This is an optimization exercise on Yosys and OpenROAD, whose aim is a short achievable clock period and few clock cycles, not a production implementation.
Where RTL was checked, it was by simulation tests only, not by an equivalence proof against the original.
Function not checked in runs 1 to 3: the RTL went through the layout flow alone.
Power figures rest on the tool's default switching activity, not on a simulated workload.

### flow/config.mk
export PLATFORM = sky130hd
export DESIGN_NAME = microprocessor
export DESIGN_NICKNAME = microprocessor
export VERILOG_FILES = /design/flow/design.v
export SDC_FILE = /design/flow/constraint.sdc
export NUM_CORES = 4
export LEC_CHECK = 0
export CAP_MARGIN = 20
export CORE_MARGIN = 2
export CORE_UTILIZATION = 40
export SETUP_SLACK_MARGIN = 3.5
export SLEW_MARGIN = 20
### flow/constraint.sdc
create_clock -name core_clock -period 6.0 [get_ports {clk}]
set_input_delay 1.2000 -clock core_clock [delete_from_list [all_inputs] [get_ports {clk}]]
set_output_delay 1.2000 -clock core_clock [all_outputs]
set_load 0.01 [all_outputs]
### flow/design.v
parameter ADD     = 4'b0000;
parameter SUB     = 4'b0001;
parameter AND     = 4'b0010;
parameter OR      = 4'b0011;
parameter XOR     = 4'b0100;
parameter NOT     = 4'b0101;
parameter MOV     = 4'b0110;
parameter NOP     = 4'b0111;
parameter LOAD    = 4'b1000;
parameter STORE   = 4'b1001;
parameter LOAD_IM = 4'b1010;
parameter BRN_Z   = 4'b1011;
parameter BRN_N   = 4'b1100;
parameter BRN_O   = 4'b1101;
parameter BRN     = 4'b1110;
module microprocessor #(parameter N = 8, ROM_addressBits = 6, RF_addressBits = 3) (
  input  logic                           clk             ,
  input  logic                           rst_n           ,
  input  logic [ 3+2*(RF_addressBits):0] ROM_data        ,
  input  logic [                  N-1:0] SRAM_data       ,
  output logic                           overflowPC      ,
  output logic                           ROM_readEnable  ,
  output logic                           SRAM_readEnable ,
  output logic                           SRAM_writeEnable,
  output logic [    ROM_addressBits-1:0] ROM_address     ,
  output logic [(2**RF_addressBits)-1:0] SRAM_address    ,
  output logic [                  N-1:0] SRAM_data_in
);
parameter ADD     = 4'b0000;
parameter SUB     = 4'b0001;
parameter AND     = 4'b0010;
parameter OR      = 4'b0011;
parameter XOR     = 4'b0100;
parameter NOT     = 4'b0101;
parameter MOV     = 4'b0110;
parameter NOP     = 4'b0111;
parameter LOAD    = 4'b1000;
parameter STORE   = 4'b1001;
parameter LOAD_IM = 4'b1010;
parameter BRN_Z   = 4'b1011;
parameter BRN_N   = 4'b1100;
parameter BRN_O   = 4'b1101;
parameter BRN     = 4'b1110;
  function automatic logic [15:0] prefix8(input logic [7:0] g, input logic [7:0] t);
    logic [7:0] G, T;
    G = g; T = t;
    for (int l = 0; l < 3; l++)
      for (int i = 0; i < 8; i++)
        if ((i >> l) & 1) begin
          G[i] = G[i] | (T[i] & G[((i >> l) << l) - 1]);
          T[i] = T[i] & T[((i >> l) << l) - 1];
        end
    prefix8 = {G, T};
  endfunction
  function automatic logic [7:0] add8(input logic [7:0] a, input logic [7:0] b,
                                      input logic cin);
    logic [7:0] G, T, c;
    {G, T} = prefix8(a & b, a | b);
    c = {G[6:0] | (T[6:0] & {7{cin}}), cin};
    add8 = (a ^ c) ^ b;
  endfunction
  function automatic logic [5:0] inc6(input logic [5:0] x);
    inc6 = x ^ {&x[4:0], &x[3:0], &x[2:0], &x[1:0], x[0], 1'b1};
  endfunction
  logic [7:0] R [0:7];           
  logic [2:0] F;                 
  logic       ov_reg;            
  logic       dead;              
  logic [5:0] FA;                
  logic [5:0] FAo;               
  logic       re;                
  logic       rv;                
  logic [5:0] rpc;               
  logic       rpred;             
  logic       rfold;             
  logic       stl;               
  logic       hz;                
  logic       kv;
  logic [9:0] kir;
  logic [5:0] kpc;
  logic       kpred, kfold;
  logic       iv;
  logic [9:0] ir;
  logic [5:0] ipc;
  logic       ipred, ifold;
  logic       i_brn_np;          
  logic       i_cbr_np;          
  logic       i_cbr_p;           
  logic [2:0] i_csel;            
  logic       ilast;             
  logic [3:0] i_hp [5];          
  logic [3:0] i_hm [5];          
  logic [2:0] i_sa, i_sm;        
  logic [2:0] bE, bW;            
  logic [5:0] i_pcm1;            
  logic [5:0] ipc1;              
  localparam int NA = 8, NB = 4;
  logic [NA-1:0] av;
  logic [5:0]    atag [NA];
  logic [5:0]    aT   [NA];
  logic [2:0]    aptr;
  logic [NB-1:0] bv;
  logic [5:0]    btag [NB];
  logic [5:0]    bT   [NB];
  logic [1:0]    bptr;
  logic       ta_v, tb_v, tc_v, tn_v;
  logic [5:0] t_i, t_im1, t_tgt;
  logic       t_toor;
  logic       l_v;               
  logic [5:0] l_pc1;             
  logic       l_brn;             
  logic       e_v;
  logic       e_wr;              
  logic       e_fl;              
  logic       e_clr;             
  logic       e_ld;              
  logic [2:0] e_dst;
  logic       e_cen;             
  logic       e_and, e_or;       
  logic [7:0] e_A, e_B;
  logic       e_cin;
  logic       e_cbr_np, e_cbr_p;   
  logic       e_cbr_l;           
  logic [2:0] e_csel;
  logic [5:0] e_tgt, e_pc, e_pc1, e_pcm1;
  logic       e_isbrn, e_tbv;    
  logic [3:0] e_wbm;
  logic       e_toor;
  logic       e_cond;            
  logic       e_brn_oor;         
  logic [7:0] e_wam;             
  logic       w_v;
  logic [2:0] w_dst;
  logic [7:0] e_g, e_t, e_G, e_T, e_c, e_k, sum, e_res;
  logic       e_cout, e_ovf, e_z;
  always_comb begin
    e_g   = e_A & e_B;
    e_t   = e_A | e_B;
    {e_G, e_T} = prefix8(e_g, e_t);
    e_c   = {(e_G[6:0] & {7{e_cen}}) | (e_T[6:0] & {7{e_cin}}), e_cin} |
            (e_g & {8{e_or}}) | (e_t & {8{e_and}});
    sum   = (e_A ^ e_c) ^ e_B;
    e_res = sum;
    e_cout = e_G[7] | (e_T[7] & e_cin);
    e_ovf = e_cen & (e_c[7] ^ e_cout);
    e_k   = e_cen ? {e_t[6:0], e_cin} : 8'd0;
    e_z   = e_and ? ~|e_g : e_or ? ~|e_t : &(~((e_A ^ e_k) ^ e_B));
  end
  wire e_wen = e_v & e_wr;
  logic [2:0] Fn;
  always_comb begin
    if (e_clr)     Fn = 3'b000;
    else if (e_fl) Fn = {e_ovf, e_res[7], e_z};
    else                 Fn = F;
  end
  wire       e_cbr   = e_cbr_np | e_cbr_p | e_cbr_l;
  wire       e_redir = (e_cbr_np & e_cond & ~e_toor) | (e_cbr_p & ~e_cond);
  wire       e_halt  = (e_cbr & (e_cond ? e_toor : e_cbr_l)) | e_brn_oor;
  wire       e_kill  = e_redir | e_halt;
  wire [5:0] e_rdt   = e_cond ? e_tgt : e_pc1;
  wire       ivld = iv & ~ov_reg & ~dead & ~e_kill;
  wire [3:0] op   = ir[9:6];
  wire [2:0] fa   = ir[5:3];
  wire [2:0] fb   = ir[2:0];
  wire is_alu2 = (op == ADD) | (op == SUB) | (op == AND) | (op == OR) | (op == XOR);
  wire is_not  = (op == NOT);
  wire is_mov  = (op == MOV);
  wire is_ld   = (op == LOAD);
  wire is_st   = (op == STORE);
  wire is_ldi  = (op == LOAD_IM);
  wire is_cbr  = (op == BRN_Z) | (op == BRN_N) | (op == BRN_O);
  wire is_brn  = (op == BRN);
  wire is_und  = (op == 4'hF);
  wire is_br   = is_cbr | is_brn;
  wire d_wr    = is_alu2 | is_not | is_mov | is_ldi;
  logic [7:0] va, vb, vm;
  always_comb begin
    if (e_v && bE[0])  va = e_res;
    else if (bW[0])    va = SRAM_data;
    else               va = R[i_sa];
    if (e_v && bE[1])  vb = e_res;
    else if (bW[1])    vb = SRAM_data;
    else               vb = R[fb];
    if (e_v && bE[2])  vm = e_res;
    else if (bW[2])    vm = SRAM_data;
    else               vm = R[i_sm];
  end
  wire stall  = ivld & hz;
  wire go     = ivld & ~stall;
  wire [7:0] t_lo  = add8({5'd0, ipc[2:0]}, {5'd0, ir[2:0] ^ {3{ir[5]}}}, ir[5]);
  wire       t_st  = t_lo[3] ^ ir[5];
  wire [3:0] t_h0  = ir[5] ? i_hm[ir[4:3]]        : i_hp[ir[4:3]];
  wire [2:0] t_j1  = {1'b0, ir[4:3]} + 3'd1;
  wire [3:0] t_h1  = ir[5] ? i_hm[t_j1] : i_hp[t_j1];
  wire [3:0] t_hi  = t_st ? t_h1 : t_h0;
  wire [5:0] itgt  = {t_hi[2:0], t_lo[2:0]};
  wire       itoor = t_hi[3];
  wire redirect = e_redir | (go & i_brn_np);
  wire [5:0] rd_tgt = e_redir ? e_rdt : itgt;
  wire d_halt   = go & ~is_br & ~is_und & ilast;
  wire [9:0] s_ir   = stl ? kir   : ROM_data;
  wire [3:0] s_op   = s_ir[9:6];
  wire       s_not  = (s_op == NOT);
  wire       s_cbr  = (s_op == BRN_Z) | (s_op == BRN_N) | (s_op == BRN_O);
  wire       s_alu2 = (s_op == ADD) | (s_op == SUB) | (s_op == AND) | (s_op == OR) | (s_op == XOR);
  wire       s_usea = s_alu2 | s_not | (s_op == STORE);
  wire       s_useb = s_alu2 | s_not | (s_op == MOV) | (s_op == LOAD) | (s_op == STORE);
  wire [2:0] s_sa   = s_not ? 3'd1 : s_ir[5:3];
  wire [2:0] s_sm   = (s_op == STORE) ? s_ir[5:3] : s_ir[2:0];
  wire       hz_n   = go & is_ld & s_v & ((s_usea & (s_sa == fa)) | (s_useb & (s_ir[2:0] == fa)));
  wire       s_v    = stl ? kv    : rv;
  wire [5:0] s_pc   = stl ? kpc   : rpc;
  wire       s_pred = stl ? kpred : rpred;
  wire       s_fold = stl ? kfold : rfold;
  assign ROM_address    = FAo;
  assign ROM_readEnable = re;
  assign overflowPC     = ov_reg;
  logic       f_hita, f_hitb;
  logic [5:0] f_ta, f_tb;
  always_comb begin
    f_hita = 1'b0; f_ta = 6'd0;
    for (int i = 0; i < NA; i++)
      if (av[i] && atag[i] == FA) begin f_hita = 1'b1; f_ta = f_ta | aT[i]; end
    f_hitb = 1'b0; f_tb = 6'd0;
    for (int i = 0; i < NB; i++)
      if (bv[i] && btag[i] == FA) begin f_hitb = 1'b1; f_tb = f_tb | bT[i]; end
  end
  wire [5:0] fa_next    = f_hita ? f_ta : f_hitb ? f_tb : inc6(FA);
  logic [NA-1:0] wa_m, wa_mn;
  logic [NB-1:0] wb_m, wb_mn;
  always_comb begin
    for (int i = 0; i < NA; i++) wa_mn[i] = av[i] && atag[i] == ipc;
    for (int i = 0; i < NB; i++) wb_mn[i] = bv[i] && btag[i] == i_pcm1;
  end
  logic [5:0] FA_n, FAo_n;
  logic       stl_n;
  always_comb begin
    if (redirect)        begin FA_n = rd_tgt;     stl_n = 0; end
    else begin
      FA_n  = stl ? FA : fa_next;
      stl_n = stall;
    end
    FAo_n = stl_n ? 6'd0 : FA_n;
  end
  always_ff @(posedge clk or negedge rst_n) begin
    if (!rst_n) begin
      FA <= 0; FAo <= 0; re <= 1; rv <= 0; rpred <= 0; stl <= 0; kv <= 0; kpred <= 0;
      iv <= 0; ipred <= 0; i_brn_np <= 0; i_cbr_np <= 0; i_cbr_p <= 0;
      ta_v <= 0; tb_v <= 0; e_isbrn <= 0; e_tbv <= 0; tc_v <= 0; tn_v <= 0; l_v <= 0;
      ov_reg <= 0; dead <= 0;
      av <= 0; aptr <= 0; bv <= 0; bptr <= 0;
      e_v <= 0; e_brn_oor <= 0; e_cbr_np <= 0; e_cbr_p <= 0; e_cbr_l <= 0; w_v <= 0; hz <= 0; e_fl <= 0; e_clr <= 0;
      SRAM_readEnable <= 0; SRAM_writeEnable <= 0;
      F <= 0;
    end else begin
      FA  <= FA_n;
      FAo <= FAo_n;
      stl <= stl_n;
      re  <= ~stl_n;
      if (!stl) rpred <= f_hita;
      if (stall) begin
        kv    <= rv;
        kpred <= rpred;
      end else
        ipred <= s_pred;
      if (redirect) begin
        rv  <= 0;
        iv  <= 0;
      end else begin
        if (!stl)   rv <= 1'b1;
        if (!stall) iv <= s_v;
      end
      if (!stall) begin
        i_brn_np <= (s_ir[9:6] == BRN) & ~s_pred;
        i_cbr_np <= s_cbr & ~s_pred;
        i_cbr_p  <= s_cbr & s_pred & (s_pc != 6'd63);
      end
      if (d_halt | e_halt) ov_reg <= 1;
      if (go & is_und) dead <= 1;
      e_isbrn <= go & is_brn;
      e_tbv   <= go & is_brn & l_v & ~l_brn & (l_pc1 == ipc);
      ta_v <= e_isbrn;
      tb_v <= e_tbv;
      tc_v <= e_cbr_np & e_cond;
      tn_v <= e_cbr_p & ~e_cond;
      if (go) l_v <= 1;
      if ((ta_v | tc_v) & ~t_toor) begin
        if (wa_m == 0) begin av[aptr] <= 1'b1; aptr <= aptr + 3'd1; end
      end
      if (tn_v) av <= av & ~wa_m;
      if (tb_v & ~t_toor) begin
        if (wb_m == 0) begin bv[bptr] <= 1'b1; bptr <= bptr + 2'd1; end
      end
      e_v   <= go;
      e_cbr_np <= go & i_cbr_np;
      e_cbr_p  <= go & i_cbr_p;
      e_cbr_l  <= go & is_cbr & ilast & ~i_cbr_p;
      e_brn_oor <= go & is_brn & itoor;
      e_fl  <= go & (is_alu2 | is_not | is_mov);
      e_clr <= go & (is_br | ifold);
      w_v <= e_v & e_ld;
      hz  <= hz_n;
      SRAM_readEnable  <= go & is_ld;
      SRAM_writeEnable <= go & is_st;
      F <= Fn;
    end
  end
  always_ff @(posedge clk) begin
    if (!stl) begin
      rpc   <= FA;
      rfold <= ~f_hita & f_hitb;
    end
    if (stall) begin
      bE    <= 3'b000;
      bW    <= {e_v & e_ld & (e_dst == i_sm), e_v & e_ld & (e_dst == fb),
                e_v & e_ld & (e_dst == i_sa)};
      kir   <= ROM_data;
      kpc   <= rpc;
      kfold <= rfold;
    end else begin
      ir    <= s_ir;
      bE    <= {d_wr & (fa == s_sm), d_wr & (fa == s_ir[2:0]), d_wr & (fa == s_sa)};
      bW    <= {e_v & e_ld & (e_dst == s_sm), e_v & e_ld & (e_dst == s_ir[2:0]),
                e_v & e_ld & (e_dst == s_sa)};
      i_sa  <= s_sa;
      i_csel <= {s_op == BRN_O, s_op == BRN_N, s_op == BRN_Z};
      i_sm  <= s_sm;
      i_pcm1 <= s_pc - 6'd1;
      ipc   <= s_pc;
      ifold <= s_fold;
      ilast <= (s_pc == 6'd63);
      for (int j = 0; j < 5; j++) begin
        i_hp[j] <= {1'b0, s_pc[5:3]} + 4'(j);
        i_hm[j] <= {1'b0, s_pc[5:3]} - 4'(j);
      end
      ipc1  <= inc6(s_pc);
    end
    e_wr  <= d_wr;
    e_ld  <= is_ld;
    e_dst <= fa;
    e_cen <= (op == ADD) | (op == SUB);
    e_and <= (op == AND);
    e_or  <= (op == OR) | (op == MOV) | ~(is_alu2 | is_not);
    e_A   <= (is_mov | ~(is_alu2 | is_not)) ? 8'd0 : va;
    e_B   <= (op == SUB) ? ~vb : (is_alu2 | is_not | is_mov) ? vb : {{5{fb[2]}}, fb};
    e_cin <= (op == SUB);
    SRAM_address <= vm;
    SRAM_data_in <= vb;
    w_dst <= e_dst;
    t_i   <= e_pc;
    wa_m  <= e_wam;
    t_tgt <= e_tgt;
    t_toor <= e_toor;
    t_im1 <= e_pcm1;
    wb_m  <= e_wbm;
    e_pcm1 <= i_pcm1;
    e_wbm  <= wb_mn;
    e_csel <= i_csel;
    e_tgt  <= itgt;
    e_toor <= itoor;
    e_cond <= |(i_csel & Fn);
    e_pc   <= ipc;
    e_pc1  <= ipc1;
    e_wam  <= wa_mn;
    if (go) begin
      l_pc1 <= ipc1;
      l_brn <= is_brn;
    end
    for (int i = 0; i < NA; i++)
      if ((ta_v | tc_v) && !t_toor && (wa_m[i] || (wa_m == 0 && aptr == i))) begin
        atag[i] <= t_i;
        aT[i]   <= t_tgt;
      end
    for (int i = 0; i < NB; i++)
      if (tb_v && !t_toor && (wb_m[i] || (wb_m == 0 && bptr == i))) begin
        btag[i] <= t_im1;
        bT[i]   <= t_tgt;
      end
  end
  always_ff @(posedge clk or negedge rst_n) begin
    if (!rst_n) begin
      for (int i = 0; i < 8; i++) R[i] <= (i == 1) ? 8'hFF : 8'h00;
    end else begin
      for (int i = 0; i < 8; i++) begin
        if (e_wen && e_dst == i)      R[i] <= e_res;
        else if (w_v && w_dst == i)   R[i] <= SRAM_data;
      end
    end
  end
endmodule
### flow/run.sh
#!/bin/bash
# synth_recipe.tcl (not shown) runs the flow's synth.tcl, then flattens the netlist and writes it again
# the make line also repeats each setting of config.mk as NAME=value (left out here)
make -C /OpenROAD-flow-scripts/flow DESIGN_CONFIG=/design/flow/config.mk WORK_HOME=/design/flow/orfs CLKGATE_MAP_FILE= SYNTH_SCRIPT=/design/flow/synth_recipe.tcl finish
==> metrics.md, run 1 <==
| Metric | Value |
|---|---|
| Number of global-route vias before repair | `16000` |
| EDFF count, synth | `230` |
| Clock latency on the worst-skew pair | `0.61 ns` |
| Max FFs per register | `64` |
| Net load switching power | `0.00413 W` |
| CTS root buffer | `clkbuf_16` |
| Hold Worst Slack | `0.324 ns` |
| Post-synthesis cell count | `1973` |
| Initial detailed-routing violation count | `1562` |
| Footprint of the multi-input gates | `0.0102 sq mm` |
| Overall die width | `243 um` |
| Synthesized area per cell | `11.5 sq um` |
| Count of non-filler cells in the finished layout | `2904` |
| Largest registers | `R: 64 flops, aT: 48 flops, atag: 48 flops` |
| Global-route total usage across every layer | `21.5%` |
| P&R area growth vs syn | `20.7%` |
| Count of inserted antenna diode cells | `0` |
| Top Ports | `46` |
| Logic gate share of total power | `29.0%` |
| Clock-pin slew of the registers on the worst-case setup and hold paths | `0.07 ns` |
| Number of hold violations in the final report | `0` |
| Most instantiated flip-flop cell in the synthesis netlist | `edfxtp_1` |
| Via count | `16300` |
| Total of endpoints with negative setup slack in the final report | `0` |
| WL/cell | `22.3 um` |
| Sequential group share of total power | `43.6%` |
| Buffers & Inverters on Critical Path | `3` |
| Switching fraction of total power | `34.0%` |
| TritonCTS buffer count | `51` |
| Sequential standard cell area | `0.0125 sq mm` |
| Yosys cell types | `95` |
| Worst-case clock buffer depth | `3` |
| Sort of element at the start of the critical path | `flip-flop` |
| Pwr per Cell Area | `442 mW/mm^2` |
| Total Negative Setup Slacks | `0 ns` |
| Initial core utilization | `40.4%` |
| Area of all placed cells without fillers | `0.0275 sq mm` |
| Highest Clock Rate | `0.384 GHz` |
| Floorplan die height | `243 um` |
| Largest clock skew in the final design | `0.0318 ns` |
| List of cells traversed by the critical path | `buf_6 > nor2b_4 > maj3_2 > maj3_2 > mux2i_4 > buf_4 > buf_6 > a41oi_2 > a32o_2 > a311oi_2` |
| Max Fanout on Critical Path | `7` |
| Crit-path max cell delay | `0.41 ns` |
| Number of nets with antenna violations after detailed routing | `0` |
| Proportion of layout cells with a drive suffix above 1 | `21.7%` |
| IR drop worst, VDD | `0.336 mV` |
| Net count of the mapped netlist | `2023` |
| Final routed DRC violation total | `0` |
| Global-route wire length before repair | `98000 um` |
| Internal Pwr Total | `0.00802 W` |
| Count of max-cap constraint violations | `0` |
| Final slew viol count | `0` |
| Clock group share of total power | `27.4%` |
| Warnings from Yosys | `8` |
| Die Outline Area | `0.0589 sq mm` |
| TritonCTS sink count | `474` |
| Port buffer count | `45` |
| Type of the worst setup path | `reg -> reg` |
| DRT Pass-1 Iters | `5` |
| Count of standard-cell rows | `87` |
| Type of the most critical hold path | `reg -> reg` |
| Critical path's top delay family | `compound AO/OA/AOI/OAI gates` |
| Portion of the post-synthesis area used by sequential elements | `54.6%` |
| Share of the clock period used by the worst path after layout | `43.4%` |
| Unrepaired setup endpoints after global routing | `yes` |
| Placed cell area | `0.0239 sq mm` |
| Cell Area, Synth | `0.0228 sq mm` |
| Via density per instance | `5.61` |
| Placeable Area | `0.0564 sq mm` |
| Sum of overflow across all layers after global routing | `0` |
| Most frequent standard cell in the layout excluding fill and tap cells | `edfxtp_1` |
| Reg with most FFs | `R` |
| Sum of routed wire length over all layers | `64700 um` |
| CTS tree | `built` |
| Worst-case headroom to the max-slew limit | `30.2%` |
| Count of fill cells added during filler insertion | `5060` |
| Cell type of the slowest stage on the worst timing path | `edfxtp_1` |
| Proportion of synthesized flip-flops having asynchronous set or reset | `26.6%` |
| Synthesized flop and latch total | `474` |
| CTS H-tree depth | `2` |
| HPWL Detailed | `42500 um` |
| Outcome | `timing/DRC/antenna clean` |
| Tmin final | `2.60 ns` |
| Critical path data arrival time | `3.12 ns` |
| Leading cell types in the layout, fill and taps excluded | `230 x edfxtp_1, 154 x nand2_1, 124 x buf_4` |
| Critical Path RT | `6.52 ns` |
| Initial antenna violation count | `0` |
| Worst-Margin Slew | `1.04 ns` |
| Maximum number of pins on one net before global-route repair | `85` |
| Placed cells | `2677` |
| Pleak | `10.5 nW` |
| Crit end category | `flip-flop` |
| Routability congestion estimate from global placement | `0.889` |
| # nets final | `2155` |
| Core occupancy in the finished layout | `48.8%` |
cells by family (layout without fill, tap and decap cells):
logic type	count (synthesis)	count (layout)	synth area share, %
AND/OR/NAND/NOR	497	497	11.6
buffers and inverters	191	366	3.95
flip-flops	474	474	54.6
AO/OA/AOI/OAI	413	413	12.0
adder cells (fa/ha/maj)	34	34	1.83
XOR/XNOR	202	202	7.76
multiplexers	162	162	8.34
layer usage:
| layer | track usage [%] | share of wire (%) | up-vias |
|---|---|---|---|
| li1 | - | - | 7476 |
| met1 | 28.9 | 43 | 8047 |
| met2 | 34.7 | 47 | 610 |
| met3 | 3.36 | 5.9 | 158 |
| met4 | 8.66 | 4.0 | 0 |
| met5 | 0 | 0 | - |
worst reg2reg max path, delay by kind of cell (launching register included):
family                   cells  cell delay (ns)
AO/OA/AOI/OAI                3             0.65
adder cells (fa/ha/maj)      2             0.63
buffers and inverters        3             0.44
flip-flops                   1             0.41
multiplexers                 1             0.27
AND/OR/NAND/NOR              1             0.11
final cells by class:
type,instances,area share (%)
flip-flops and latches,474,45.4
repair buffers,202,6.61
well taps,756,3.44
clock buffers,66,5.03
multi-input cells,1308,37.2
clock inverters,30,1.44
inverters,68,0.951
path summary, 6_finish.rpt:
| path | start | to | slack [ns] | cells past startpoint |
|---|---|---|---|---|
| max in group asynchronous | rst_n | stl | 4.09 | 2 |
| hold / removal | e_pc[4] | t_i[4] | 0.32 | 0 |
| min in group asynchronous | rst_n | R[5][0] | 0.68 | 1 |
| setup / recovery | ir[0] | FAo[4] | 3.40 | 10 |
| hold reg to reg | e_pc[4] | t_i[4] | 0.32 | 0 |
| setup reg to reg | ir[0] | FAo[4] | 3.40 | 10 |
through the flow:
stage,power [W],setup WS (ns)
4_1_cts,0.0119,3.42
3_3_place_gp,0.00817,2.60
2_1_floorplan,0.00727,2.65
5_1_grt,0.0127,3.31
3_5_place_dp,0.00824,2.58
6_report,0.0121,3.40
repair_timing:
item                                    in CTS  in global routing
buffers inserted                            88                 42
endpoints found under the setup margin     288                106
hold buffers                                 0                  0
cloned                                       1                  0
resized for setup                          158                 85
pin swaps                                   46                 41
synth_stat cells, drive strengths merged, types with 9 or more instances:
master	count	area [sq um]
edfxtp	230	6910
nand2	156	588
dfxtp	118	2360
mux2i	118	1230
dfrtp	117	2930
nor2	110	423
xnor2	109	955
a21oi	108	563
o21ai	104	521
xor2	93	815
clkbuf	78	293
inv	63	236
buf	45	353
nor3	41	220
nor4	35	398
nand4	34	213
ha	30	375
mux2	29	330
a211oi	28	210
a22o	24	210
nand3	21	105
a31oi	19	119
nor2b	18	113
o22ai	16	100
mux4	15	338
a21o	14	105
and2	14	87.6
nand2b	14	87.6
and3	13	82.6
a221oi	12	105
a22oi	11	82.6
a222oi	10	100
dfstp	9	236
power by group through the flow:
stage          combinational (W)  clock (W)  sequential (W)
5_1_grt                  0.00382    0.00352         0.00539
4_1_cts                  0.00326    0.00340         0.00529
3_3_place_gp             0.00273          0         0.00544
3_5_place_dp             0.00278          0         0.00546
2_1_floorplan            0.00241          0         0.00486
6_report                 0.00352    0.00333         0.00530
==> run 2, diff against run 1 <==
--- a/flow/design.v
+++ b/flow/design.v
@@ -94,15 +94,15 @@
   logic [2:0] bE, bW;            
   logic [5:0] i_pcm1;            
   logic [5:0] ipc1;              
-  localparam int NA = 8, NB = 4;
+  localparam int NA = 2, NB = 2;
   logic [NA-1:0] av;
   logic [5:0]    atag [NA];
   logic [5:0]    aT   [NA];
-  logic [2:0]    aptr;
+  logic [$clog2(NA)-1:0] aptr;
   logic [NB-1:0] bv;
   logic [5:0]    btag [NB];
   logic [5:0]    bT   [NB];
-  logic [1:0]    bptr;
+  logic [$clog2(NB)-1:0] bptr;
   logic       ta_v, tb_v, tc_v, tn_v;
   logic [5:0] t_i, t_im1, t_tgt;
   logic       t_toor;
@@ -124,11 +124,11 @@
   logic [2:0] e_csel;
   logic [5:0] e_tgt, e_pc, e_pc1, e_pcm1;
   logic       e_isbrn, e_tbv;    
-  logic [3:0] e_wbm;
+  logic [NB-1:0] e_wbm;
   logic       e_toor;
   logic       e_cond;            
   logic       e_brn_oor;         
-  logic [7:0] e_wam;             
+  logic [NA-1:0] e_wam;          
   logic       w_v;
   logic [2:0] w_dst;
   logic [7:0] e_g, e_t, e_G, e_T, e_c, e_k, sum, e_res;
@@ -285,11 +285,11 @@
       tn_v <= e_cbr_p & ~e_cond;
       if (go) l_v <= 1;
       if ((ta_v | tc_v) & ~t_toor) begin
-        if (wa_m == 0) begin av[aptr] <= 1'b1; aptr <= aptr + 3'd1; end
+        if (wa_m == 0) begin av[aptr] <= 1'b1; aptr <= aptr + 1'b1; end
       end
       if (tn_v) av <= av & ~wa_m;
       if (tb_v & ~t_toor) begin
-        if (wb_m == 0) begin bv[bptr] <= 1'b1; bptr <= bptr + 2'd1; end
+        if (wb_m == 0) begin bv[bptr] <= 1'b1; bptr <= bptr + 1'b1; end
       end
       e_v   <= go;
       e_cbr_np <= go & i_cbr_np;
==> metrics.md, run 2 <==
| Metric | Value |
|---|---|
| CTS tree | `built` |
| Pwr per Cell Area | `445 mW/mm^2` |
| Initial detailed-routing violation count | `1246` |
| Cell type of the slowest stage on the worst timing path | `edfxtp_1` |
| Largest clock skew in the final design | `0.0225 ns` |
| Top cell type by total area after synthesis | `edfxtp_1` |
| Count of max-cap constraint violations | `0` |
| Routability congestion estimate from global placement | `0.910` |
| Leading cell types in the layout, fill and taps excluded | `163 x nor2_1, 134 x edfxtp_1, 133 x a21oi_1` |
| Pleak | `8.11 nW` |
| Most instantiated flip-flop cell in the synthesis netlist | `edfxtp_1` |
| Count of standard-cell rows | `75` |
| HPWL Detailed | `32700 um` |
| Leading post-synthesis cells by cell area | `edfxtp_1 24%, dfrtp_1 16%, dfxtp_1 12%, mux2i_1 7.8%, a21oi_1 4.3%` |
| Via count | `12900` |
| Crit end category | `flip-flop` |
| Critical path data arrival time | `3.21 ns` |
| Portion of the post-synthesis area used by sequential elements | `52.7%` |
| Total of endpoints with negative setup slack in the final report | `0` |
| Global-route wire length before repair | `74100 um` |
| EDFF count, synth | `134` |
| Sum of overflow across all layers after global routing | `0` |
| # nets final | `1713` |
| WL/cell | `21.8 um` |
| IR drop worst, VDD | `0.234 mV` |
| Type of the most critical hold path | `reg -> reg` |
| Proportion of layout cells with a drive suffix above 1 | `19.1%` |
| Number of global-route vias before repair | `12300` |
| Initial antenna violation count | `0` |
| CTS H-tree depth | `2` |
| Final routed DRC violation total | `0` |
| Top Ports | `46` |
| Die Outline Area | `0.0442 sq mm` |
| Count of non-filler cells in the finished layout | `2248` |
| Post-synthesis simple-gate area fraction | `12.2%` |
| Post-CTS Hold Buffers | `0` |
| Type of the worst setup path | `reg -> reg` |
| Placeable Area | `0.0419 sq mm` |
| Number of hold violations in the final report | `0` |
| Final slew viol count | `0` |
| Net count of the mapped netlist | `1651` |
| Number of nets with antenna violations after detailed routing | `0` |
| Maximum number of pins on one net before global-route repair | `64` |
| Crit-path max cell delay | `0.53 ns` |
| Proportion of synthesized flip-flops having asynchronous set or reset | `32.8%` |
| Max FFs per register | `64` |
| CTS root buffer | `clkbuf_16` |
| Cell Area, Synth | `0.0170 sq mm` |
| DRT Pass-1 Iters | `5` |
| Initial core utilization | `40.5%` |
| Tmin final | `2.71 ns` |
| Worst setup timing slack at the placement stage | `2.47 ns` |
| Reg with most FFs | `R` |
| Critical path's top delay family | `multiplexers` |
| P&R area growth vs syn | `21.4%` |
| Dominant cell by count in the synthesized netlist | `nor2_1` |
| Unrepaired setup endpoints after global routing | `yes` |
| Post-synthesis cell count | `1617` |
| TritonCTS buffer count | `38` |
| Fraction of post-synthesis cell area in the top cell type by area | `23.7%` |
| Worst setup slack after layout | `3.29 ns` |
| Global-route total usage across every layer | `21.7%` |
| Worst-Margin Slew | `1.02 ns` |
| Port buffer count | `45` |
| Share of synthesized area spent on multiplexers | `10.5%` |
| Worst-case headroom to the max-slew limit | `31.8%` |
| Sum of routed wire length over all layers | `49000 um` |
| Warnings from Yosys | `8` |
| Outcome | `timing/DRC/antenna clean` |
| Highest Clock Rate | `0.368 GHz` |
| Synthesized flop and latch total | `351` |
| Yosys cell types | `77` |
| Synthesized area per cell | `10.5 sq um` |
| Clock latency on the worst-skew pair | `0.56 ns` |
| Complex-gate fraction of the synthesized area | `14.2%` |
| Worst-case clock buffer depth | `3` |
| Final Total Pwr | `0.00918 W` |
| Core occupancy in the finished layout | `49.2%` |
| Top cells by instance count after synthesis | `175 x nor2_1, 145 x a21oi_1, 134 x edfxtp_1` |
| Overall die width | `210 um` |
| Count of inserted antenna diode cells | `0` |
| Clock-pin slew of the registers on the worst-case setup and hold paths | `0.07 ns` |
| Critical Path RT | `6.49 ns` |
| Placed cells | `2110` |
| Max Fanout on Critical Path | `4` |
| TritonCTS sink count | `351` |
| Buffers & Inverters on Critical Path | `2` |
| Area share of xor/xnor cells in the synthesized design | `5.46%` |
| Via density per instance | `5.73` |
| Main combinational cell family by area after synthesis | `compound AO/OA/AOI/OAI gates` |
| Total Negative Setup Slacks | `0 ns` |
| Share of the clock period used by the worst path after layout | `45.2%` |
| Floorplan die height | `210 um` |
| Adder-Cell Fraction of Synth Area | `1.10%` |
| List of cells traversed by the critical path | `buf_6 > or3_4 > o221a_4 > nor2_4 > a2bb2oi_4 > buf_6 > mux2_4 > mux2_4 > mux2i_4 > and2_1` |
| Sort of element at the start of the critical path | `flip-flop` |
| Most frequent standard cell in the layout excluding fill and tap cells | `nor2_1` |
==> run 2: cell types whose count changed after synthesis, moves of 16 or more <==
cell      before  now
nand2_1      155   88
dfxtp_1      118  102
o21ai_0      100   53
mux2i_1      114  132
a21oi_1      104  145
xnor2_1      109   64
ha_1          30   14
a211oi_1      28    9
nor2_1       108  175
edfxtp_1     230  134
nand4_1       34   12
xor2_1        93   42
==> run 2: per-layer routing <==
layer  wire length (um)  vias up  global-route usage [%]
met5                  0        -                       0
met4               1050        0                    5.43
met3               3360       82                    3.07
met2              22500      453                    34.1
met1              22200     6392                    31.7
li1                   -     5957                       -
==> run 2: stage by stage <==
step | hold slack [ns] | instance area, sq um
floorplan | 0.310 | 17100
global placement | 0.310 | 17900
detailed placement | 0.312 | 17900
CTS | 0.326 | 20000
global route | 0.333 | 20600
finish | 0.325 | 20600
==> run 2: worst paths after layout <==
path | from | to | slack [ns] | cells past startpoint
min in group asynchronous | rst_n | R[0][0] | 0.78 | 1
max in group asynchronous | rst_n | FA[1] | 3.92 | 2
worst min register to register | e_pcm1[5] | t_im1[5] | 0.32 | 0
worst max register to register | ir[1] | FAo[5] | 3.29 | 10
worst min-delay path | e_pcm1[5] | t_im1[5] | 0.32 | 0
worst max-delay path | ir[1] | FAo[5] | 3.29 | 10
==> run 2: power by group <==
group / switching [W] / leakage [nW] / internal, W
clock network: 0.00101 / 0.659 / 0.00150
registers: 0.000730 / 3.49 / 0.00332
logic: 0.00137 / 3.96 / 0.00125
total: 0.00311 / 8.11 / 0.00607
==> run 2: kinds of logic (layout without fill, tap and decap cells) <==
family                   after synthesis  in the layout
multiplexers                         161            161
flip-flops                           351            351
buffers and inverters                170            260
AND/OR/NAND/NOR                      438            439
adder cells (fa/ha/maj)               15             15
AO/OA/AOI/OAI                        376            377
XOR/XNOR                             106            106
==> run 2: what timing repair did <==
item                                    in CTS  in global routing
endpoints found under the setup margin     171                 57
cloned                                       2                  1
buffers inserted                            37                 28
pin swaps                                   24                 36
gates resized for setup                    146                 88
==> run 2: cell type report <==
| cell class | count | area [sq um] |
|---|---|---|
| clock buffer | 51 | 1080 |
| clock inverter | 19 | 272 |
| fill | 3728 | 21300 |
| inverter | 61 | 246 |
| multi-input combinational | 1098 | 8210 |
| sequential | 351 | 8990 |
| tap | 539 | 674 |
| timing repair buffer | 129 | 1160 |
==> run 3, diff against run 2 <==
--- a/flow/design.v
+++ b/flow/design.v
@@ -90,6 +90,9 @@
   logic       ilast;             
   logic [3:0] i_hp [5];          
   logic [3:0] i_hm [5];          
+  logic [2:0] i_lo;              
+  logic       i_st;              
+  logic [7:0] i_oa, i_ob, i_om;  
   logic [2:0] i_sa, i_sm;        
   logic [2:0] bE, bW;            
   logic [5:0] i_pcm1;            
@@ -131,6 +134,10 @@
   logic [NA-1:0] e_wam;          
   logic       w_v;
   logic [2:0] w_dst;
+  function automatic logic [7:0] rf_rd(input logic [7:0] oh);
+    rf_rd = 8'd0;
+    for (int i = 0; i < 8; i++) rf_rd = rf_rd | (R[i] & {8{oh[i]}});
+  endfunction
   logic [7:0] e_g, e_t, e_G, e_T, e_c, e_k, sum, e_res;
   logic       e_cout, e_ovf, e_z;
   always_comb begin
@@ -177,18 +184,18 @@
   always_comb begin
     if (e_v && bE[0])  va = e_res;
     else if (bW[0])    va = SRAM_data;
-    else               va = R[i_sa];
+    else               va = rf_rd(i_oa);
     if (e_v && bE[1])  vb = e_res;
     else if (bW[1])    vb = SRAM_data;
-    else               vb = R[fb];
+    else               vb = rf_rd(i_ob);
     if (e_v && bE[2])  vm = e_res;
     else if (bW[2])    vm = SRAM_data;
-    else               vm = R[i_sm];
+    else               vm = rf_rd(i_om);
   end
   wire stall  = ivld & hz;
   wire go     = ivld & ~stall;
-  wire [7:0] t_lo  = add8({5'd0, ipc[2:0]}, {5'd0, ir[2:0] ^ {3{ir[5]}}}, ir[5]);
-  wire       t_st  = t_lo[3] ^ ir[5];
+  wire [2:0] t_lo  = i_lo;
+  wire       t_st  = i_st;
   wire [3:0] t_h0  = ir[5] ? i_hm[ir[4:3]]        : i_hp[ir[4:3]];
   wire [2:0] t_j1  = {1'b0, ir[4:3]} + 3'd1;
   wire [3:0] t_h1  = ir[5] ? i_hm[t_j1] : i_hp[t_j1];
@@ -207,6 +214,7 @@
   wire       s_useb = s_alu2 | s_not | (s_op == MOV) | (s_op == LOAD) | (s_op == STORE);
   wire [2:0] s_sa   = s_not ? 3'd1 : s_ir[5:3];
   wire [2:0] s_sm   = (s_op == STORE) ? s_ir[5:3] : s_ir[2:0];
+  wire [7:0] s_lo   = add8({5'd0, s_pc[2:0]}, {5'd0, s_ir[2:0] ^ {3{s_ir[5]}}}, s_ir[5]);
   wire       hz_n   = go & is_ld & s_v & ((s_usea & (s_sa == fa)) | (s_useb & (s_ir[2:0] == fa)));
   wire       s_v    = stl ? kv    : rv;
   wire [5:0] s_pc   = stl ? kpc   : rpc;
@@ -323,6 +331,10 @@
       bW    <= {e_v & e_ld & (e_dst == s_sm), e_v & e_ld & (e_dst == s_ir[2:0]),
                 e_v & e_ld & (e_dst == s_sa)};
       i_sa  <= s_sa;
+      i_oa  <= 8'd1 << s_sa;
+      i_ob  <= 8'd1 << s_ir[2:0];
+      i_om  <= 8'd1 << s_sm;
+      {i_st, i_lo} <= s_lo[3:0] ^ {s_ir[5], 3'b000};
       i_csel <= {s_op == BRN_O, s_op == BRN_N, s_op == BRN_Z};
       i_sm  <= s_sm;
       i_pcm1 <= s_pc - 6'd1;
==> metrics.md, run 3 <==
| Metric | Value |
|---|---|
| Outcome | `timing/DRC/antenna clean` |
| Sum of overflow across all layers after global routing | `0` |
| Cell Area, Synth | `0.0174 sq mm` |
| Portion of the post-synthesis area used by sequential elements | `56.4%` |
| Initial detailed-routing violation count | `1202` |
| Unrepaired setup endpoints after global routing | `yes` |
| Proportion of synthesized flip-flops having asynchronous set or reset | `30.3%` |
| Count of max-cap constraint violations | `0` |
| Critical path's top delay family | `simple AND/OR/NAND/NOR gates` |
| Global-route total usage across every layer | `22.3%` |
| IR drop worst, VDD | `0.354 mV` |
| # nets final | `1647` |
| Total of endpoints with negative setup slack in the final report | `0` |
| Number of global-route vias before repair | `12400` |
| Worst setup timing slack at the placement stage | `2.68 ns` |
| Reg with most FFs | `R` |
| Routability congestion estimate from global placement | `0.952` |
| Type of the most critical hold path | `reg -> reg` |
| Top Ports | `46` |
| Worst setup slack after layout | `3.54 ns` |
| Via count | `12700` |
| Die Outline Area | `0.0451 sq mm` |
| Proportion of layout cells with a drive suffix above 1 | `15.0%` |
| Final slew viol count | `0` |
| Most instantiated flip-flop cell in the synthesis netlist | `edfxtp_1` |
| Leading post-synthesis cells by cell area | `edfxtp_1 28%, dfrtp_1 15%, dfxtp_1 12%, a22oi_1 4.5%, mux2i_1 4.0%` |
| Pleak | `7.84 nW` |
| Placeable Area | `0.0430 sq mm` |
| Maximum number of pins on one net before global-route repair | `49` |
| CTS H-tree depth | `2` |
| Critical Path RT | `6.49 ns` |
| Fraction of post-synthesis cell area in the top cell type by area | `28.0%` |
| Top cell type by total area after synthesis | `edfxtp_1` |
| Crit end category | `flip-flop` |
| Most frequent standard cell in the layout excluding fill and tap cells | `edfxtp_1` |
| Type of the worst setup path | `in -> reg` |
| Post-synthesis cell count | `1564` |
| CTS tree | `built` |
| Count of inserted antenna diode cells | `0` |
| Clock latency on the worst-skew pair | `0.58 ns` |
| Sum of routed wire length over all layers | `50100 um` |
| Number of hold violations in the final report | `0` |
| Critical path data arrival time | `2.95 ns` |
| Highest Clock Rate | `0.407 GHz` |
| Max Fanout on Critical Path | `8` |
| Post-CTS Hold Buffers | `0` |
| Dominant cell by count in the synthesized netlist | `edfxtp_1` |
| Synthesized area per cell | `11.1 sq um` |
| TritonCTS buffer count | `40` |
| Tmin final | `2.46 ns` |
| Worst-Margin Slew | `0.906 ns` |
| P&R area growth vs syn | `16.9%` |
| Top cells by instance count after synthesis | `162 x edfxtp_1, 118 x nor2_1, 110 x nand2_1` |
| Synthesized flop and latch total | `379` |
| Buffers & Inverters on Critical Path | `1` |
| WL/cell | `22.5 um` |
| Overall die width | `212 um` |
| Max FFs per register | `64` |
| Leading cell types in the layout, fill and taps excluded | `162 x edfxtp_1, 108 x nor2_1, 108 x nand2_1` |
| Sort of element at the start of the critical path | `input pin` |
| Crit-path max cell delay | `0.48 ns` |
| HPWL Detailed | `33700 um` |
| Clock-pin slew of the registers on the worst-case setup and hold paths | `0.06 ns` |
| Cell type of the slowest stage on the worst timing path | `or4_1` |
| Warnings from Yosys | `8` |
| Initial core utilization | `40.4%` |
| Total Negative Setup Slacks | `0 ns` |
| Worst-case clock buffer depth | `3` |
| Port buffer count | `45` |
| Number of nets with antenna violations after detailed routing | `0` |
| CTS root buffer | `clkbuf_16` |
| Initial antenna violation count | `0` |
| Final routed DRC violation total | `0` |
| EDFF count, synth | `162` |
| Largest clock skew in the final design | `0.0190 ns` |
| Net count of the mapped netlist | `1598` |
| Yosys cell types | `89` |
| Count of standard-cell rows | `76` |
| Final Total Pwr | `0.00913 W` |
| TritonCTS sink count | `379` |
| List of cells traversed by the critical path | `clkdlybuf4s50_1 > mux2_4 > or3_1 > or4_1 > o21ai_0` |
| Global-route wire length before repair | `75300 um` |
| Share of the clock period used by the worst path after layout | `41.0%` |
| Worst-case headroom to the max-slew limit | `39.6%` |
| DRT Pass-1 Iters | `6` |
| Pwr per Cell Area | `450 mW/mm^2` |
| Floorplan die height | `212 um` |
| Via density per instance | `5.68` |
==> run 3: cell count changes after synthesis, moves of 14 or more <==
cell / change
inv_1: -16
edfxtp_1: +28
nor2_1: -57
a21oi_1: -65
nand4_1: +17
mux2i_1: -63
a22oi_1: +87
clkbuf_1: -14
nand2_1: +22
o21ai_0: +47
o22ai_1: -14
==> run 3: metal layers <==
layer	GRT usage, %	share of wire [%]	wire length (um)
met1	28.7	42	21100
met2	36.3	47	23400
met3	4.73	6.8	3400
met4	9.65	4.3	2170
met5	0	0	0
==> run 3: cells by family (layout without fill, tap and decap cells) <==
logic type,after synthesis,in the layout,synth area share [%]
XOR/XNOR,110,110,5.55
AO/OA/AOI/OAI,412,412,15.7
AND/OR/NAND/NOR,394,394,11.1
flip-flops,379,379,56.4
adder cells (fa/ha/maj),19,19,1.30
buffers and inverters,149,230,3.58
multiplexers,101,101,6.36
==> run 3: timing repair <==
action	CTS	global route
buffers inserted	26	20
pin swaps	4	8
gates resized for setup	63	29
endpoints found under the setup margin	164	42
==> run 3: power by group <==
part	switching (W)	leakage, nW	internal, W
Combinational	0.00119	3.29	0.000968
Sequential	0.000791	3.88	0.00358
Clock	0.00106	0.676	0.00154
==> run 3: area by class of cell <==
cell class,count,area [sq um]
Fill cell,3971,22700
Sequential cell,379,9810
Multi-Input combinational cell,1036,7220
Clock buffer,57,1170
Timing Repair Buffer,108,967
Tap cell,585,732
Clock inverter,17,208
Inverter,48,195
==> run 3: worst paths after layout <==
check | start | endpoint | slack, ns | cells past startpoint
hold reg to reg | e_pc[5] | t_i[5] | 0.33 | 0
setup reg to reg | e_B[0] | e_cond | 3.60 | 7
max in group asynchronous | rst_n | R[3][6] | 4.35 | 2
min in group asynchronous | rst_n | R[4][5] | 0.61 | 1
setup / recovery | ROM_data[6] | i_brn_np | 3.54 | 5
hold / removal | e_pc[5] | t_i[5] | 0.33 | 0
==> run 3: metrics by stage <==
stage	instance area [sq um]	util [%]	std cells	hold slack, ns
final	20300	47.2	2230	0.325
after global routing	20300	47.2	2230	0.329
after CTS	20000	46.6	2210	0.325
after detailed placement	18300	42.6	2110	0.312
after global placement	18300	42.6	2109	0.310
after floorplan	17400	-	1564	0.310
==> run 4, diff against run 3 <==
--- a/flow/design.v
+++ b/flow/design.v
@@ -101,11 +101,11 @@
   logic [NA-1:0] av;
   logic [5:0]    atag [NA];
   logic [5:0]    aT   [NA];
-  logic [$clog2(NA)-1:0] aptr;
+  logic          aptr;          
   logic [NB-1:0] bv;
   logic [5:0]    btag [NB];
   logic [5:0]    bT   [NB];
-  logic [$clog2(NB)-1:0] bptr;
+  logic          bptr;          
   logic       ta_v, tb_v, tc_v, tn_v;
   logic [5:0] t_i, t_im1, t_tgt;
   logic       t_toor;
==> metrics.md, run 4 <==
| Metric | Value |
|---|---|
| Die Outline Area | `0.0451 sq mm` |
| Worst-Margin Slew | `0.906 ns` |
| Initial core utilization | `40.4%` |
| Number of nets with antenna violations after detailed routing | `0` |
| Number of global-route vias before repair | `12400` |
| Fraction of post-synthesis cell area in the top cell type by area | `28.0%` |
| Clock-pin slew of the registers on the worst-case setup and hold paths | `0.06 ns` |
| Dominant cell by count in the synthesized netlist | `edfxtp_1` |
| Met2 global-route usage | `36.3%` |
| Synthesized area per cell | `11.1 sq um` |
| Warnings from Yosys | `8` |
| Final slew viol count | `0` |
| Via count | `12700` |
| Sum of overflow across all layers after global routing | `0` |
| Max FFs per register | `64` |
| Crit end category | `flip-flop` |
| Count of inserted antenna diode cells | `0` |
| Floorplan die height | `212 um` |
| # nets final | `1647` |
| Final routed DRC violation total | `0` |
| Yosys cell types | `89` |
| Placeable Area | `0.0430 sq mm` |
| Global-route total usage across every layer | `22.3%` |
| List of cells traversed by the critical path | `clkdlybuf4s50_1 > mux2_4 > or3_1 > or4_1 > o21ai_0` |
| CTS root buffer | `clkbuf_16` |
| Critical Path RT | `6.49 ns` |
| Type of the most critical hold path | `reg -> reg` |
| Initial detailed-routing violation count | `1202` |
| P&R area growth vs syn | `16.9%` |
| HPWL Detailed | `33700 um` |
| Max Fanout on Critical Path | `8` |
| Initial antenna violation count | `0` |
| Proportion of layout cells with a drive suffix above 1 | `15.0%` |
| Reg with most FFs | `R` |
| Pleak | `7.84 nW` |
| Top Ports | `46` |
| Clock latency on the worst-skew pair | `0.58 ns` |
| Largest clock skew in the final design | `0.0190 ns` |
| Total Negative Setup Slacks | `0 ns` |
| Cell Area, Synth | `0.0174 sq mm` |
| Maximum number of pins on one net before global-route repair | `49` |
| Routability congestion estimate from global placement | `0.952` |
| Pwr per Cell Area | `450 mW/mm^2` |
| Placed cells | `2110` |
| Count of standard-cell rows | `76` |
| Sequential standard cell area | `0.00981 sq mm` |
| Leading post-synthesis cells by cell area | `edfxtp_1 28%, dfrtp_1 15%, dfxtp_1 12%, a22oi_1 4.5%, mux2i_1 4.0%` |
| Sort of element at the start of the critical path | `input pin` |
| Proportion of synthesized flip-flops having asynchronous set or reset | `30.3%` |
| Top cell type by total area after synthesis | `edfxtp_1` |
| Footprint of the multi-input gates | `0.00722 sq mm` |
| Overall die width | `212 um` |
| Unrepaired setup endpoints after global routing | `yes` |
| TritonCTS sink count | `379` |
| Busiest layer in global routing | `met2` |
| Final Total Pwr | `0.00913 W` |
| Count of non-filler cells in the finished layout | `2230` |
| TritonCTS buffer count | `40` |
| Outcome | `timing/DRC/antenna clean` |
| Highest Clock Rate | `0.407 GHz` |
| Count of max-cap constraint violations | `0` |
| Net count of the mapped netlist | `1598` |
| Worst-case headroom to the max-slew limit | `39.6%` |
| Crit-path max cell delay | `0.48 ns` |
| Leading cell types in the layout, fill and taps excluded | `162 x edfxtp_1, 108 x nor2_1, 108 x nand2_1` |
| Post-synthesis cell count | `1564` |
| Type of the worst setup path | `in -> reg` |
| CTS H-tree depth | `2` |
| Flop-to-flop setup slack | `3.60 ns` |
| Most frequent standard cell in the layout excluding fill and tap cells | `edfxtp_1` |
| Most instantiated flip-flop cell in the synthesis netlist | `edfxtp_1` |
| Met3 routing resource usage after global routing | `4.73%` |
| Port buffer count | `45` |
| CTS tree | `built` |
| IR drop worst, VDD | `0.354 mV` |
| WL/cell | `22.5 um` |
| Met1 demand-to-capacity share in global routing | `28.7%` |
| Critical path's top delay family | `simple AND/OR/NAND/NOR gates` |
| Tmin final | `2.46 ns` |
| Synthesized flop and latch total | `379` |
| Top cells by instance count after synthesis | `162 x edfxtp_1, 118 x nor2_1, 110 x nand2_1` |
| Global-route wire length before repair | `75300 um` |
| Share of the clock period used by the worst path after layout | `41.0%` |
| Worst-case clock buffer depth | `3` |
| Total of endpoints with negative setup slack in the final report | `0` |
| Critical path data arrival time | `2.95 ns` |
| Cell type of the slowest stage on the worst timing path | `or4_1` |
| Count of fill cells added during filler insertion | `3971` |
| Via density per instance | `5.68` |
| Sum of routed wire length over all layers | `50100 um` |
| DRT Pass-1 Iters | `6` |
| Buffers & Inverters on Critical Path | `1` |
| EDFF count, synth | `162` |
| Portion of the post-synthesis area used by sequential elements | `56.4%` |
| Number of hold violations in the final report | `0` |
| Post-CTS Hold Buffers | `0` |
run 4: cell counts after synthesis:
Identical to the previous run, type by type.
run 4: repair_timing:
item                                    4_1_cts  5_1_grt
pin swaps                                     4        8
endpoints found under the hold margin         0        0
cloned                                        0        0
resized for setup                            63       29
endpoints found under the setup margin      164       42
buffers inserted                             26       20
run 4: cell families (layout without fill, tap and decap cells):
family	Yosys count	in the layout	synth area share, %
AOI/OAI and AO/OA	412	412	15.7
xor gates and xnor gates	110	110	5.55
adders and majority gates	19	19	1.30
buffers and inverters	149	230	3.58
DFF	379	379	56.4
muxes	101	101	6.36
and+or+nand+nor	394	394	11.1
run 4: layout make-up:
class                      count  area share [%]
clock inverter                17            1.02
inverter                      48           0.961
multi-input combinational   1036            35.6
sequential                   379            48.3
clock buffer                  57            5.76
tap                          585            3.61
timing repair buffer         108            4.76
run 4: worst paths after layout:
path,start,endpoint,depth (start not counted)
worst min-delay path,e_pc[5],t_i[5],0
worst min register to register,e_pc[5],t_i[5],0
worst max-delay path,ROM_data[6],i_brn_np,5
max in group asynchronous,rst_n,R[3][6],2
worst max register to register,e_B[0],e_cond,7
min in group asynchronous,rst_n,R[4][5],1
run 4: report_power, final:
| part | internal, W | total (W) | switching (W) |
|---|---|---|---|
| registers | 0.00358 | 0.00437 | 0.000791 |
| logic | 0.000968 | 0.00216 | 0.00119 |
| clock network | 0.00154 | 0.00260 | 0.00106 |
run 4: stage by stage:
step / area [sq um] / utilization, % / setup WS (ns) / hold WS [ns]
after floorplan: 17400 / - / 1.74 / 0.310
after global placement: 18300 / 42.6 / 2.73 / 0.310
after detailed placement: 18300 / 42.6 / 2.68 / 0.312
after CTS: 20000 / 46.6 / 3.51 / 0.325
after global routing: 20300 / 47.2 / 3.44 / 0.329
final: 20300 / 47.2 / 3.54 / 0.325
run 4: routing by layer:
metal	up-vias	part of all wire, %
met5	-	0
met4	0	4.3
met3	148	6.8
met1	6178	42
li1	5857	-
met2	477	47
Testbench counts of run 4, summed over its fixed seeds: cycles 22,799.
==> run 5, diff against run 4 <==
==> flow/flow/run.sh (new file) <==
#!/bin/bash
# The standard layout (standard.sh), with one change: the input and output
# port buffers that global placement inserts are sky130_fd_sc_hd__buf_4
# cells instead of the clkdlybuf4s50_1 delay cells buffer_ports picks by
# default.  Synthesis is the standard one, run unchanged.
set -euo pipefail
cd "$(dirname "$0")/.."
bash standard.sh synth > synth.log 2>&1
sed 's|CLKGATE_MAP_FILE= |CLKGATE_MAP_FILE= "BUFFER_PORTS_ARGS=-buffer_cell sky130_fd_sc_hd__buf_4" |' standard.sh > layout.sh
bash layout.sh > layout.log 2>&1
==> flow/standard.sh (new file) <==
#!/bin/bash
# synth_recipe.tcl (not shown) runs the flow's synth.tcl, then flattens the netlist and writes it again
# the make line also repeats each setting of config.mk as NAME=value (left out here)
make -C /OpenROAD-flow-scripts/flow DESIGN_CONFIG=/design/flow/config.mk WORK_HOME=/design/flow/orfs CLKGATE_MAP_FILE= SYNTH_SCRIPT=/design/flow/synth_recipe.tcl "${@:-finish}"
removed: flow/run.sh
==> metrics.md, run 5 <==
| Metric | Value |
|---|---|
| Outcome | `timing/DRC/antenna clean` |
| Busiest layer in global routing | `met2` |
| IR drop worst, VDD | `0.289 mV` |
| Via density per instance | `5.72` |
| Most frequent standard cell in the layout excluding fill and tap cells | `edfxtp_1` |
| Overall die width | `212 um` |
| Most instantiated flip-flop cell in the synthesis netlist | `edfxtp_1` |
| Final Total Pwr | `0.00891 W` |
| Proportion of synthesized flip-flops having asynchronous set or reset | `30.3%` |
| Synthesized flop and latch total | `379` |
| Met3 routing resource usage after global routing | `4.46%` |
| Final routed DRC violation total | `0` |
| HPWL Detailed | `33400 um` |
| Portion of the post-synthesis area used by sequential elements | `56.4%` |
| Worst-case headroom to the max-slew limit | `29.7%` |
| Maximum number of pins on one net before global-route repair | `67` |
| DRT Pass-1 Iters | `7` |
| Placeable Area | `0.0430 sq mm` |
| Worst-Margin Slew | `1.05 ns` |
| Number of global-route vias before repair | `12200` |
| Initial antenna violation count | `0` |
| Worst setup timing slack at the placement stage | `2.46 ns` |
| Pleak | `7.62 nW` |
| Proportion of layout cells with a drive suffix above 1 | `16.8%` |
| Number of hold violations in the final report | `0` |
| Net count of the mapped netlist | `1598` |
| Final slew viol count | `0` |
| Highest Clock Rate | `0.416 GHz` |
| Flop-to-flop setup slack | `3.60 ns` |
| Synthesized area per cell | `11.1 sq um` |
| Number of nets with antenna violations after detailed routing | `0` |
| Unrepaired setup endpoints after global routing | `yes` |
| Clock-pin slew of the registers on the worst-case setup and hold paths | `0.06 ns` |
| Type of the most critical hold path | `reg -> reg` |
| Pwr per Cell Area | `447 mW/mm^2` |
| Worst setup slack after layout | `3.60 ns` |
| Critical Path RT | `6.43 ns` |
| P&R area growth vs syn | `14.7%` |
| Initial detailed-routing violation count | `1420` |
| Reg with most FFs | `R` |
| Critical path data arrival time | `2.83 ns` |
| Top cell type by total area after synthesis | `edfxtp_1` |
| Die Outline Area | `0.0451 sq mm` |
| CTS tree | `built` |
| Sum of routed wire length over all layers | `49100 um` |
| Total Negative Setup Slacks | `0 ns` |
| Share of the clock period used by the worst path after layout | `40.0%` |
| Count of inserted antenna diode cells | `0` |
| Routability congestion estimate from global placement | `0.915` |
| Cell Area, Synth | `0.0174 sq mm` |
| Count of max-cap constraint violations | `0` |
| Total of endpoints with negative setup slack in the final report | `0` |
| Post-CTS Hold Buffers | `0` |
| Sum of overflow across all layers after global routing | `0` |
| Hold Worst Slack | `0.324 ns` |
| Port buffer count | `45` |
| Initial core utilization | `40.4%` |
| Met2 global-route usage | `35.5%` |
| Warnings from Yosys | `8` |
| Leading post-synthesis cells by cell area | `edfxtp_1 28%, dfrtp_1 15%, dfxtp_1 12%, a22oi_1 4.5%, mux2i_1 4.0%` |
| TritonCTS sink count | `379` |
| EDFF count, synth | `162` |
| Met1 demand-to-capacity share in global routing | `29.0%` |
| Clock latency on the worst-skew pair | `0.57 ns` |
| Via count | `12600` |
| Yosys cell types | `89` |
| Leading cell types in the layout, fill and taps excluded | `162 x edfxtp_1, 110 x nor2_1, 109 x nand2_1` |
| Global-route total usage across every layer | `22.0%` |
| WL/cell | `22.2 um` |
| Max Fanout on Critical Path | `12` |
| Placed cells | `2108` |
| Tmin final | `2.40 ns` |
| Worst-case clock buffer depth | `3` |
| Count of non-filler cells in the finished layout | `2209` |
| Crit end category | `flip-flop` |
| Floorplan die height | `212 um` |
| Count of standard-cell rows | `76` |
| Type of the worst setup path | `reg -> reg` |
| CTS root buffer | `clkbuf_16` |
| CTS H-tree depth | `2` |
| Sort of element at the start of the critical path | `flip-flop` |
| Fraction of post-synthesis cell area in the top cell type by area | `28.0%` |
| Largest clock skew in the final design | `0.0153 ns` |
| Post-synthesis cell count | `1564` |
| Max FFs per register | `64` |
| Dominant cell by count in the synthesized netlist | `edfxtp_1` |
| Top Ports | `46` |
| Top cells by instance count after synthesis | `162 x edfxtp_1, 118 x nor2_1, 110 x nand2_1` |
| TritonCTS buffer count | `39` |
| Global-route wire length before repair | `74200 um` |
| # nets final | `1627` |
run 5: cell count changes in the layout (fill, tap and decap cells not counted), sizes merged:
cell and delta:
dlymetal6s2s -4, inv +1, clkdlybuf4s15 -1, clkdlybuf4s50 -12, dlygate4sd2 -26, clkbuf -3
buf +23, clkinv +1, nor4 +1, bufinv -4, clkinvlp +3
run 5: path summary, 6_finish.rpt:
| path | startpoint | end | depth (start not counted) |
|---|---|---|---|
| worst max-delay path | e_B[0] | e_cond | 7 |
| worst max register to register | e_B[0] | e_cond | 7 |
| worst min-delay path | e_wbm[0] | wb_m[0] | 0 |
| max in group asynchronous | rst_n | R[2][6] | 2 |
| worst min register to register | e_wbm[0] | wb_m[0] | 0 |
| min in group asynchronous | rst_n | R[6][4] | 1 |
run 5: cell type report:
type,count,area (sq um)
fill,3992,23100
tap,585,732
clock inverter,18,130
inverter,48,198
sequential,379,9820
timing repair buffer,88,702
clock buffer,54,1100
multi-input combinational,1037,7240
run 5: logic make-up after synthesis:
| group | share of synthesized area [%] |
|---|---|
| xor gates and xnor gates | 5.55 |
| and+or+nand+nor | 11.1 |
| AOI/OAI and AO/OA | 15.7 |
| buffers and inverters | 3.58 |
| adders and majority gates | 1.30 |
| DFF | 56.4 |
| muxes | 6.36 |
run 5: timing repair:
item | in CTS | in global routing
buffers inserted | 8 | 20
gates cloned | 1 | 0
pin swaps | 2 | 4
setup endpoints to repair | 153 | 76
gates resized for setup | 21 | 30
run 5: report_power, final:
part	internal (W)	switching, W
sequential	0.00358	0.000790
combinational	0.000983	0.00121
clock	0.00130	0.00104
total	0.00587	0.00304
run 5: worst max-delay path, stage by stage (launching register included):
cell and delay, ns:
dfxtp_2 0.40, maj3_2 0.34, or3_1 0.31, a31oi_1 0.19, maj3_1 0.20, xor2_1 0.25
o22ai_1 0.16, a311o_1 0.43
run 5: metrics by stage:
step / cell area [sq um] / util [%]
after floorplan: 17400 / -
after global placement: 18200 / 42.3
after detailed placement: 18200 / 42.3
after CTS: 19600 / 45.6
after global routing: 19900 / 46.4
final: 19900 / 46.4
run 5: routing by layer:
metal  wire length (um)  up-vias
li1                   -     5810
met1              20300     6104
met2              22900      554
met3               3520      161
met4               2290        0
met5                  0        -
==> run 6, diff against run 5 <==
==> flow/flow/run.sh (replaced) <==
#!/bin/bash
# The standard layout (standard.sh), with one change: the input and output
# port buffers that global placement inserts are sky130_fd_sc_hd__buf_4
# cells instead of the clkdlybuf4s50_1 delay cells buffer_ports picks by
# default, and timing repair may resize cells across footprints.  Synthesis is the standard one, run unchanged.
set -euo pipefail
cd "$(dirname "$0")/.."
bash standard.sh synth > synth.log 2>&1
sed 's|CLKGATE_MAP_FILE= |CLKGATE_MAP_FILE= MATCH_CELL_FOOTPRINT=0 "BUFFER_PORTS_ARGS=-buffer_cell sky130_fd_sc_hd__buf_4" |' standard.sh > layout.sh
bash layout.sh > layout.log 2>&1
--- a/flow/config.mk
+++ b/flow/config.mk
@@ -8,5 +8,5 @@
 export CAP_MARGIN = 20
 export CORE_MARGIN = 2
 export CORE_UTILIZATION = 40
-export SETUP_SLACK_MARGIN = 3.5
+export SETUP_SLACK_MARGIN = 4.5
 export SLEW_MARGIN = 20
==> metrics.md, run 6 <==
| Metric | Value |
|---|---|
| Clock latency on the worst-skew pair | `0.59 ns` |
| Complex-gate fraction of the synthesized area | `15.7%` |
| CTS root buffer | `clkbuf_16` |
| Capture point of the worst reg-to-reg path | `i_st` |
| Floorplan die height | `212 um` |
| Proportion of synthesized flip-flops having asynchronous set or reset | `30.3%` |
| Footprint of the multi-input gates | `0.00945 sq mm` |
| Origin of the worst min-delay path | `e_pc[1]` |
| Sum of routed wire length over all layers | `62400 um` |
| Count of standard-cell rows | `76` |
| Number of nets with antenna violations after detailed routing | `0` |
| Cell type of the slowest stage on the worst timing path | `dfstp_2` |
| Total Negative Setup Slacks | `0 ns` |
| Max FFs per register | `64` |
| Largest clock skew in the final design | `0.0174 ns` |
| Pwr per Cell Area | `418 mW/mm^2` |
| Top cells by instance count after synthesis | `162 x edfxtp_1, 118 x nor2_1, 110 x nand2_1` |
| Final routed DRC violation total | `0` |
| TritonCTS sink count | `379` |
| Port buffer count | `45` |
| Type of the most critical hold path | `reg -> reg` |
| Top Ports | `46` |
| Overall die width | `212 um` |
| Sort of element at the start of the critical path | `flip-flop` |
| Post-synthesis simple-gate area fraction | `11.1%` |
| Yosys cell types | `89` |
| Number of hold violations in the final report | `0` |
| Dominant cell by count in the synthesized netlist | `edfxtp_1` |
| Via density per instance | `5.86` |
| Critical R2R Launch | `stl` |
| Area share of xor/xnor cells in the synthesized design | `5.55%` |
| Tmin final | `2.39 ns` |
| P&R area growth vs syn | `49.4%` |
| Highest Clock Rate | `0.418 GHz` |
| Reg with most FFs | `R` |
| Count of max-cap constraint violations | `0` |
| Final Total Pwr | `0.0108 W` |
| Maximum number of pins on one net before global-route repair | `66` |
| Die Outline Area | `0.0451 sq mm` |
| Worst-case clock buffer depth | `3` |
| Unrepaired setup endpoints after global routing | `yes` |
| Critical path data arrival time | `1.19 ns` |
| Type of the worst setup path | `reg -> out` |
| Leading post-synthesis cells by cell area | `edfxtp_1 28%, dfrtp_1 15%, dfxtp_1 12%, a22oi_1 4.5%, mux2i_1 4.0%` |
| Most instantiated flip-flop cell in the synthesis netlist | `edfxtp_1` |
| Cell Area, Synth | `0.0174 sq mm` |
| Fraction of post-synthesis cell area in the top cell type by area | `28.0%` |
| Pleak | `10.2 nW` |
| Outcome | `timing/DRC/antenna clean` |
| CTS H-tree depth | `2` |
| # nets final | `1948` |
| Warnings from Yosys | `8` |
| Number of global-route vias before repair | `14500` |
| Global-route wire length before repair | `88400 um` |
| Initial detailed-routing violation count | `1510` |
| CTS tree | `built` |
| Post-CTS Hold Buffers | `0` |
| Via count | `14800` |
| Clock-pin slew of the registers on the worst-case setup and hold paths | `0.06 ns` |
| Worst-case headroom to the max-slew limit | `39.4%` |
| Initial core utilization | `40.4%` |
| Proportion of layout cells with a drive suffix above 1 | `48.1%` |
| Adder-Cell Fraction of Synth Area | `1.30%` |
| List of cells traversed by the critical path | `buf_6` |
| Count of inserted antenna diode cells | `0` |
| TritonCTS buffer count | `41` |
| HPWL Detailed | `34400 um` |
| Main combinational cell family by area after synthesis | `compound AO/OA/AOI/OAI gates` |
| Count of fill cells added during filler insertion | `3207` |
| EDFF count, synth | `162` |
| Initial antenna violation count | `0` |
-- run 6: cell counts after synthesis --
No cell type changed its count.
-- run 6: area by class of cell --
type                       instances  share of cell area [%]
sequential                       379                    38.2
multi-input combinational       1038                    36.4
timing repair buffer             405                    16.6
clock buffer                      54                    4.34
tap                              585                    2.82
inverter                          48                   0.959
clock inverter                    22                   0.689
timing repair inverter             1                  0.0289
-- run 6: worst reg2reg max path: stages, from the launching register on --
cell	delay, ns
dfrtp_2	0.46
buf_12	0.18
buf_12	0.13
mux2i_4	0.20
buf_6	0.13
nor2_2	0.14
maj3_2	0.26
nor2_4	0.06
maj3_2	0.30
nor2_1	0.14
a21oi_1	0.07
-- run 6: per-stage QoR --
stage          worst slack [ns]  utilization, %  hold slack (ns)  instance area [sq um]
2_1_floorplan              1.74               -            0.310                  18400
3_3_place_gp               2.97            44.0            0.311                  18900
6_report                   3.61            60.4            0.324                  26000
4_1_cts                    3.57            56.0            0.326                  24000
5_1_grt                    3.58            60.4            0.328                  26000
3_5_place_dp               2.75            44.0            0.312                  18900
-- run 6: layer usage --
metal,up-vias,wire length [um],track usage [%]
met2,795,29500,42.8
met4,0,4190,13.6
met1,7325,23600,32.5
met3,262,5040,5.83
met5,-,0,0.334
li1,6455,-,-
-- run 6: kinds of logic after synthesis --
family,Yosys count
AOI/OAI and AO/OA,412
xor gates and xnor gates,110
adders and majority gates,19
buffers and inverters,149
DFF,379
muxes,101
and+or+nand+nor,394
-- run 6: worst max-delay path by stage --
stage | cells after the start | slack [ns] | endpoint
2_1_floorplan | 3 | 1.74 | i_csel[0]
3_3_place_gp | 8 | 2.97 | e_tbv
3_5_place_dp | 8 | 2.75 | e_tbv
4_1_cts | 1 | 3.57 | ROM_readEnable
5_1_grt | 1 | 3.58 | ROM_readEnable
6_report | 1 | 3.61 | ROM_readEnable
-- run 6: what timing repair did --
action                     CTS  global route
pin swaps                  126           111
gates resized for setup    413           246
setup buffers              230           101
cloned                      15             2
setup endpoints to repair  441           378
-- run 6: power breakdown --
| part | total [W] | internal [W] | switching [W] | leakage [nW] |
|---|---|---|---|---|
| logic | 0.00390 | 0.00202 | 0.00188 | 5.68 |
| registers | 0.00443 | 0.00361 | 0.000828 | 3.89 |
| clock network | 0.00251 | 0.00142 | 0.00109 | 0.635 |

what the ideal ports hide:
The flow's constraints put no driver on any port. The routed layouts listed below were extracted and timed again, unchanged, in two steps.
Step 1, drivers: a clkbuf_16 drives clk and a buf_2 each remaining input, both assumed.
Step 2 also shifts input and output timing later by t, the mid clock arrival at the registers, as if the neighbouring blocks saw the same clock.
Three values: ideal ports, drivers, drivers and shift; two values: the first two.
| run | t (ns) | setup WS [ns] | worst setup path at the end |
|---|---|---|---|
| run 1 | 0.659 | 3.396 / 3.396 / 2.936 | input to register |
| run 2 | 0.599 | 3.286 / 3.286 / 2.892 | input to register |
| run 3 | 0.619 | 3.542 / 3.494 / 2.948 | input to register |
| run 4 | 0.619 | 3.542 / 3.494 / 2.948 | input to register |
| run 5 | 0.611 | 3.597 / 3.552 / 3.060 | input to register |
| run 6 | 0.633 | 3.608 / 3.552 / 3.075 | input to register |
After both steps setup and hold are still met in every run listed.
